What follows belongs to an exercise in optimizing a design on an open flow for small area, a short achievable clock period and few clock cycles per item; a production flow would make more cautious choices. Function was checked by simulation only, so behaviour that the tests miss may differ from the original.

==> flow/design.v <==
`timescale 1ns/1ps
module gcd(opa, opb, start, resetn, clk, result, done);
input wire [31:0] opa;
input wire [31:0] opb;
input wire start, resetn;
input wire clk;
output wire [31:0] result;
output wire done;
reg  [31:0] A, B;
reg  [4:0]  k;
reg         flag;        
reg         rest;        
reg         sc;          
reg         ys;          
reg         run_reg;
reg         done_reg;
reg         start_reg;
reg         first;       
wire done_now;
assign result = B;
assign done   = done_reg | done_now;
wire init  = start & ~start_reg & (~run_reg | done_now);
wire [31:0] X = sc ? 32'd0 : A;
wire [31:0] Y = ys ? B : 32'd0;
wire [31:0] xy_d;       
wire        xy_gt;      
wire        xy_same;    
absdiff ad0 (.x(X), .y(Y), .d(xy_d), .gt(xy_gt), .eq(xy_same));
wire [3:0] xl = X[4:1] ^ Y[4:1];
wire force1 = sc & (flag | ~A[0]);
wire [1:0] sh = force1 ? 2'd0 :
                xl[0] ? 2'd0 :
                xl[1] ? 2'd1 :
                xl[2] ? 2'd2 : 2'd3;
reg  [31:0] nA;
always @(*) begin
    case (sh)
        2'd0: nA = {1'b0, xy_d[31:1]};
        2'd1: nA = {2'b0, xy_d[31:2]};
        2'd2: nA = {3'b0, xy_d[31:3]};
        default: nA = {4'b0, xy_d[31:4]};
    endcase
end
wire nA0 = force1 ? B[1] : (|xl);           
wire swap   = sc | ~(xy_gt | xy_same);
wire finish = run_reg & ~rest & ~flag & xy_same;    
wire k1     = (k == 5'd1);
wire kz     = (k == 5'd0);
assign done_now = finish & ~sc & kz & ~first;
wire nflag = ~flag & ~A[0] & ~B[0];
wire nsc   = nflag | (sc & ~A[0]);
always @(posedge clk) begin
    if (init)
        A <= opa;
    else
        A <= nA;
end
wire b_ld   = init;
wire b_sh   = ~init & run_reg & (rest | (finish & ~sc & ~kz));
wire b_sw   = ~init & run_reg & ~(rest | (finish & ~sc & ~kz)) & swap;
wire b_hold = ~(b_ld | b_sh | b_sw);
wire [31:0] nB = ({32{b_ld}} & opb) | ({32{b_sh}} & {B[30:0], 1'b0}) |
                 ({32{b_sw}} & A) | ({32{b_hold}} & B);
always @(posedge clk)
    B <= nB;
always @(posedge clk) begin
    if (init) begin
        k    <= 5'd0;
        flag <= 1'b0;
        sc   <= ~opb[0];
        ys   <= ~opb[0] | opa[0];
    end else begin
        if (rest | finish) begin
            k    <= k - 5'd1;
        end else begin
            if (flag) k <= k + 5'd1;
            flag <= nflag;
        end
        sc <= nsc;
        ys <= nsc | nA0;
    end
end
always @(posedge clk or negedge resetn) begin
    if (~resetn) begin
        run_reg   <= 1'b0;
        done_reg  <= 1'b0;
        start_reg <= 1'b0;
        rest      <= 1'b0;
        first     <= 1'b0;
    end else begin
        start_reg <= start;
        first     <= init;
        if (init) begin
            run_reg  <= 1'b1;
            done_reg <= 1'b0;
            rest     <= 1'b0;
        end else if (run_reg) begin
            if ((finish & (sc | kz | k1)) | (rest & k1)) begin
                run_reg  <= 1'b0;
                done_reg <= 1'b1;
                rest     <= 1'b0;
            end else if (finish) begin
                rest     <= 1'b1;
            end
        end
    end
end
endmodule
module absdiff(x, y, d, gt, eq);
input  [31:0] x, y;
output [31:0] d;
output gt, eq;
wire [31:0] g0 = x & ~y;
wire [31:0] p0 = ~(x ^ y);
wire [31:0] G [0:5];
wire [31:0] P [0:5];
assign G[0] = g0;
assign P[0] = p0;
genvar l, i;
generate
    for (l = 0; l < 5; l = l + 1) begin : lv
        for (i = 0; i < 32; i = i + 1) begin : bt
            if (i & (1 << l)) begin : op
                assign G[l+1][i] = G[l][i] | (P[l][i] & G[l][((i >> l) << l) - 1]);
                assign P[l+1][i] = P[l][i] & P[l][((i >> l) << l) - 1];
            end else begin : pass
                assign G[l+1][i] = G[l][i];
                assign P[l+1][i] = P[l][i];
            end
        end
    end
endgenerate
wire cin = G[5][31];
wire [31:0] c = {G[5][30:0] | (P[5][30:0] & {31{cin}}), cin};
assign d  = p0 ^ c ^ {32{~cin}};
assign gt = cin;
assign eq = P[5][31];
endmodule
Settings: LEC_CHECK=0, ABC_AREA=1, CAP_MARGIN=20, CORE_MARGIN=2, CORE_UTILIZATION=40, CTS_BUF_LIST=sky130_fd_sc_hd__clkbuf_4 sky130_fd_sc_hd__clkbuf_8, SLEW_MARGIN=20; clock period 4.0 ns.
standard.sh (not shown) runs the stock make flow with config.mk's settings and CLKGATE_MAP_FILE= SYNTH_SCRIPT=/design/flow/synth_recipe.tcl, a recipe that flattens the netlist after the stock synthesis.
==> flow/flow/run.sh <==
#!/bin/bash
set -e
export BUFFER_PORTS_ARGS="-buffer_cell sky130_fd_sc_hd__buf_1"
bash standard.sh > standard.log 2>&1
The starting point passed the timing, DRC and antenna checks.
Testbench counts at the start, summed over its fixed seeds: cycles 169,285, items 8,000.
==> next run, changes <==
--- a/flow/design.v
+++ b/flow/design.v
@@ -56,12 +56,12 @@
         A <= nA;
 end
-wire b_ld   = init;
-wire b_sh   = ~init & run_reg & (rest | (finish & ~sc & ~kz));
-wire b_sw   = ~init & run_reg & ~(rest | (finish & ~sc & ~kz)) & swap;
-wire b_hold = ~(b_ld | b_sh | b_sw);
-wire [31:0] nB = ({32{b_ld}} & opb) | ({32{b_sh}} & {B[30:0], 1'b0}) |
-                 ({32{b_sw}} & A) | ({32{b_hold}} & B);
-always @(posedge clk)
-    B <= nB;
+always @(posedge clk) begin
+    if (init)
+        B <= opb;
+    else if (run_reg & (rest | (finish & ~sc & ~kz)))
+        B <= {B[30:0], 1'b0};
+    else if (run_reg & swap)
+        B <= A;
+end
 always @(posedge clk) begin
     if (init) begin
- The changed run went through all stages and came out clean
- non-clock buffer count came out lower by 3
- wire length climbs by 3.8%
- utilization decreases by 0.40 points
- first-iteration DRC count climbs by 22%
- clock skew grows by 6.8 ps
- global-route usage rose by 0.12 points
- die area rises by 2.0%
- maximum frequency rose by 2.7%
Testbench counts after the change, summed over its fixed seeds: cycles 169,285, items 8,000.

* * *

Another version of the RTL of gcd (not shown whole).
Size in the first run: ~1000 cells after synthesis, ~100 I/O pins, ~6100 µm² of cells after synthesis.
==> module gcd, before the edit <==
module gcd(opa, opb, start, resetn, clk, result, done);
input wire [31:0] opa;
input wire [31:0] opb;
input wire start, resetn;
input wire clk;
output wire [31:0] result;
output wire done;
reg  [31:0] A, B;
reg  [4:0]  k;
reg         flag;        
reg         rest;        
reg         sc;          
reg         ys;          
reg         run_reg;
reg         done_reg;
reg         start_reg;
reg         first;       
wire done_now;
assign result = B;
assign done   = done_reg | done_now;
wire init  = start & ~start_reg & (~run_reg | done_now);
wire [31:0] X = sc ? 32'd0 : A;
wire [31:0] Y = ys ? B : 32'd0;
wire [31:0] xy_d;       
wire        xy_gt;      
wire        xy_same;    
absdiff ad0 (.x(X), .y(Y), .d(xy_d), .gt(xy_gt), .eq(xy_same));
wire [3:0] xl = X[4:1] ^ Y[4:1];
wire force1 = sc & (flag | ~A[0]);
wire s1 = ~force1 & ~xl[0] & (xl[1] | ~xl[2]);    
wire s2 = ~force1 & ~xl[0] & ~xl[1];              
wire [31:0] st1 = s1 ? {2'b0, xy_d[31:2]} : {1'b0, xy_d[31:1]};
wire [31:0] nA  = s2 ? {2'b0, st1[31:2]} : st1;
wire nA0 = force1 ? B[1] : (|xl);           
wire swap   = sc | ~(xy_gt | xy_same);
wire finish = run_reg & ~rest & ~flag & xy_same;    
wire k1     = (k == 5'd1);
wire kz     = (k == 5'd0);
assign done_now = finish & ~sc & kz & ~first;
wire nflag = ~flag & ~A[0] & ~B[0];
wire nsc   = nflag | (sc & ~A[0]);
always @(posedge clk) begin
    if (init)
        A <= opa;
    else
        A <= nA;
end
wire b_ld   = init;
wire b_sh   = ~init & run_reg & (rest | (finish & ~sc & ~kz));
wire b_sw   = ~init & run_reg & ~(rest | (finish & ~sc & ~kz)) & swap;
wire b_hold = ~(b_ld | b_sh | b_sw);
wire [31:0] nB = ({32{b_ld}} & opb) | ({32{b_sh}} & {B[30:0], 1'b0}) |
                 ({32{b_sw}} & A) | ({32{b_hold}} & B);
always @(posedge clk)
    B <= nB;
always @(posedge clk) begin
    if (init) begin
        k    <= 5'd0;
        flag <= 1'b0;
        sc   <= ~opb[0];
        ys   <= ~opb[0] | opa[0];
    end else begin
        if (rest | finish) begin
            k    <= k - 5'd1;
        end else begin
            if (flag) k <= k + 5'd1;
            flag <= nflag;
        end
        sc <= nsc;
        ys <= nsc | nA0;
    end
end
always @(posedge clk or negedge resetn) begin
    if (~resetn) begin
        run_reg   <= 1'b0;
        done_reg  <= 1'b0;
        start_reg <= 1'b0;
        rest      <= 1'b0;
        first     <= 1'b0;
    end else begin
        start_reg <= start;
        first     <= init;
        if (init) begin
            run_reg  <= 1'b1;
            done_reg <= 1'b0;
            rest     <= 1'b0;
        end else if (run_reg) begin
            if ((finish & (sc | kz | k1)) | (rest & k1)) begin
                run_reg  <= 1'b0;
                done_reg <= 1'b1;
                rest     <= 1'b0;
            end else if (finish) begin
                rest     <= 1'b1;
            end
        end
    end
end
endmodule
clock: 4.0 ns
lec_check: 0
abc_area: 1
cap_margin: 20
core_margin: 2
core_utilization: 40
cts_buf_list: sky130_fd_sc_hd__clkbuf_4 sky130_fd_sc_hd__clkbuf_8
setup_slack_margin: 0.4
slew_margin: 20
Scripts as last shown in full above: flow/flow/run.sh
The first run ran to the end with no violations.
Testbench counts at the start, summed over its fixed seeds: cycles 169,285, items 8,000.
Then changed:
--- a/flow/design.v
+++ b/flow/design.v
@@ -23,18 +23,31 @@
 wire [31:0] X = sc ? 32'd0 : A;
 wire [31:0] Y = ys ? B : 32'd0;
 wire [31:0] xy_d;       
 wire        xy_gt;      
 wire        xy_same;    
 absdiff ad0 (.x(X), .y(Y), .d(xy_d), .gt(xy_gt), .eq(xy_same));
-wire [3:0] xl = X[4:1] ^ Y[4:1];
+wire [7:0] xl = X[8:1] ^ Y[8:1];
 wire force1 = sc & (flag | ~A[0]);
-wire s1 = ~force1 & ~xl[0] & (xl[1] | ~xl[2]);    
-wire s2 = ~force1 & ~xl[0] & ~xl[1];              
-wire [31:0] st1 = s1 ? {2'b0, xy_d[31:2]} : {1'b0, xy_d[31:1]};
-wire [31:0] nA  = s2 ? {2'b0, st1[31:2]} : st1;
+reg  [2:0] sa;           
+always @(*) begin
+    casez (xl)
+        8'b???????1: sa = 3'd0;
+        8'b??????10: sa = 3'd1;
+        8'b?????100: sa = 3'd2;
+        8'b????1000: sa = 3'd3;
+        8'b???10000: sa = 3'd4;
+        8'b??100000: sa = 3'd5;
+        8'b?1000000: sa = 3'd6;
+        default:     sa = 3'd7;
+    endcase
+end
+wire [2:0] sft = force1 ? 3'd0 : sa;
+wire [31:0] st1 = sft[0] ? {2'b0, xy_d[31:2]} : {1'b0, xy_d[31:1]};
+wire [31:0] st2 = sft[1] ? {2'b0, st1[31:2]} : st1;
+wire [31:0] nA  = sft[2] ? {4'b0, st2[31:4]} : st2;
 wire nA0 = force1 ? B[1] : (|xl);           
 wire swap   = sc | ~(xy_gt | xy_same);
 wire finish = run_reg & ~rest & ~flag & xy_same;    
 wire k1     = (k == 5'd1);
 wire kz     = (k == 5'd0);
 assign done_now = finish & ~sc & kz & ~first;
After rerunning: The new run went through all stages and came out clean; global-route usage is higher by 4.5 points; area after synthesis increases by 8.0%; synthesized cell count came out higher by 9.5%; utilization went down by 0.34 points; design area goes up by 7.9%; clock-buffer cell count is lower by 6; setup slack got worse by 0.049 ns; via count increases by 14%; die area is higher by 7.7%.
Testbench counts after the change, summed over its fixed seeds: cycles 161,565, items 8,000.

* * *

v6:
Another version of the RTL of gcd (not shown whole).
Size: ~1100 cells after synthesis, roughly 77 flip-flops, roughly 100 I/O pins.
==> module gcd, before the edit <==
module gcd(opa, opb, start, resetn, clk, result, done);
input wire [31:0] opa;
input wire [31:0] opb;
input wire start, resetn;
input wire clk;
output wire [31:0] result;
output wire done;
reg  [31:0] A, B;
reg  [4:0]  k;
reg         flag;        
reg         rest;        
reg         sc;          
reg         ys;          
reg         run_reg;
reg         done_reg;
reg         start_reg;
reg         first;       
wire done_now;
assign result = B;
assign done   = done_reg | done_now;
wire init  = start & ~start_reg & (~run_reg | done_now);
wire [31:0] X = sc ? 32'd0 : A;
wire [31:0] Y = ys ? B : 32'd0;
wire [31:0] xy_d;       
wire        xy_gt;      
wire        xy_same;    
absdiff ad0 (.x(X), .y(Y), .d(xy_d), .gt(xy_gt), .eq(xy_same));
wire [3:0] xl = X[4:1] ^ Y[4:1];
wire force1 = sc & (flag | ~A[0]);
wire [1:0] sh = force1 ? 2'd0 :
                xl[0] ? 2'd0 :
                xl[1] ? 2'd1 :
                xl[2] ? 2'd2 : 2'd3;
reg  [31:0] nA;
always @(*) begin
    case (sh)
        2'd0: nA = {1'b0, xy_d[31:1]};
        2'd1: nA = {2'b0, xy_d[31:2]};
        2'd2: nA = {3'b0, xy_d[31:3]};
        default: nA = {4'b0, xy_d[31:4]};
    endcase
end
wire nA0 = force1 ? B[1] : (|xl);           
wire swap   = sc | ~(xy_gt | xy_same);
wire finish = run_reg & ~rest & ~flag & xy_same;    
wire k1     = (k == 5'd1);
wire kz     = (k == 5'd0);
assign done_now = finish & ~sc & kz & ~first;
wire nflag = ~flag & ~A[0] & ~B[0];
wire nsc   = nflag | (sc & ~A[0]);
always @(posedge clk) begin
    if (init)
        A <= opa;
    else
        A <= nA;
end
wire b_ld   = init;
wire b_sh   = ~init & run_reg & (rest | (finish & ~sc & ~kz));
wire b_sw   = ~init & run_reg & ~(rest | (finish & ~sc & ~kz)) & swap;
wire b_hold = ~(b_ld | b_sh | b_sw);
wire [31:0] nB = ({32{b_ld}} & opb) | ({32{b_sh}} & {B[30:0], 1'b0}) |
                 ({32{b_sw}} & A) | ({32{b_hold}} & B);
always @(posedge clk)
    B <= nB;
always @(posedge clk) begin
    if (init) begin
        k    <= 5'd0;
        flag <= 1'b0;
        sc   <= ~opb[0];
        ys   <= ~opb[0] | opa[0];
    end else begin
        if (rest | finish) begin
            k    <= k - 5'd1;
        end else begin
            if (flag) k <= k + 5'd1;
            flag <= nflag;
        end
        sc <= nsc;
        ys <= nsc | nA0;
    end
end
always @(posedge clk or negedge resetn) begin
    if (~resetn) begin
        run_reg   <= 1'b0;
        done_reg  <= 1'b0;
        start_reg <= 1'b0;
        rest      <= 1'b0;
        first     <= 1'b0;
    end else begin
        start_reg <= start;
        first     <= init;
        if (init) begin
            run_reg  <= 1'b1;
            done_reg <= 1'b0;
            rest     <= 1'b0;
        end else if (run_reg) begin
            if ((finish & (sc | kz | k1)) | (rest & k1)) begin
                run_reg  <= 1'b0;
                done_reg <= 1'b1;
                rest     <= 1'b0;
            end else if (finish) begin
                rest     <= 1'b1;
            end
        end
    end
end
endmodule
clock: 4.0 ns
lec_check: 0
abc_area: 1
cap_margin: 20
core_margin: 2
core_utilization: 40
cts_buf_list: sky130_fd_sc_hd__clkbuf_4 sky130_fd_sc_hd__clkbuf_8
slew_margin: 20
Scripts as last shown in full above: flow/flow/run.sh
Testbench counts of v6, summed over its fixed seeds: cycles 169,285, items 8,000.
Changes in v7 relative to v6:
--- a/flow/design.v
+++ b/flow/design.v
@@ -54,16 +54,16 @@
         A <= opa;
     else
         A <= nA;
 end
-wire b_ld   = init;
-wire b_sh   = ~init & run_reg & (rest | (finish & ~sc & ~kz));
-wire b_sw   = ~init & run_reg & ~(rest | (finish & ~sc & ~kz)) & swap;
-wire b_hold = ~(b_ld | b_sh | b_sw);
-wire [31:0] nB = ({32{b_ld}} & opb) | ({32{b_sh}} & {B[30:0], 1'b0}) |
-                 ({32{b_sw}} & A) | ({32{b_hold}} & B);
-always @(posedge clk)
-    B <= nB;
+always @(posedge clk) begin
+    if (init)
+        B <= opb;
+    else if (run_reg & (rest | (finish & ~sc & ~kz)))
+        B <= {B[30:0], 1'b0};
+    else if (run_reg & swap)
+        B <= A;
+end
 always @(posedge clk) begin
     if (init) begin
         k    <= 5'd0;
         flag <= 1'b0;
- Between v6 and v7, the sequential standard cell area is lower for v6.
- v7 vs. v6: max-slew violation total from the final report roughly the same, proportion of cell area occupied by registers higher.
Testbench counts of v7, summed over its fixed seeds: cycles 169,285, items 8,000.

## separate check: timing with driven ports
How much do the figures lean on ideal ports? The routed layouts below were timed once more, with nothing changed but the port constraints.
Step 1 sets driving cells, clkbuf_16 on the clock port and buf_2 on the other inputs (assumed; they add their load-dependent delay and slew).
Step 2 also shifts input and output timing later by t, the mid clock arrival at the registers, as if the neighbouring blocks saw the same clock.
Slacks: ideal ports / drivers / drivers and shift; pairs: ideal ports / drivers.
run	t (ns)	setup WS [ns]	worst hold slack (ns)	slew at the worst register clock pin (ns)	pins driven straight from the clock port
the first run of note 1	0.424	0.281 / 0.281 / 0.281	0.248 / 0.230 / 0.454	0.09 / 0.09	1
the second run of note 1	0.421	0.378 / 0.340 / 0.428	0.272 / 0.254 / 0.520	0.11 / 0.11	1
the first run of note 2	0.406	0.638 / 0.602 / 0.758	0.285 / 0.272 / 0.504	0.09 / 0.09	1
the second run of note 2	0.416	0.589 / 0.552 / 0.654	0.257 / 0.242 / 0.491	0.10 / 0.10	1
v6	0.419	0.456 / 0.421 / 0.504	0.270 / 0.257 / 0.489	0.09 / 0.09	1
v7	0.410	0.509 / 0.471 / 0.528	0.278 / 0.261 / 0.514	0.09 / 0.09	1
After both steps every run listed still meets setup and hold.
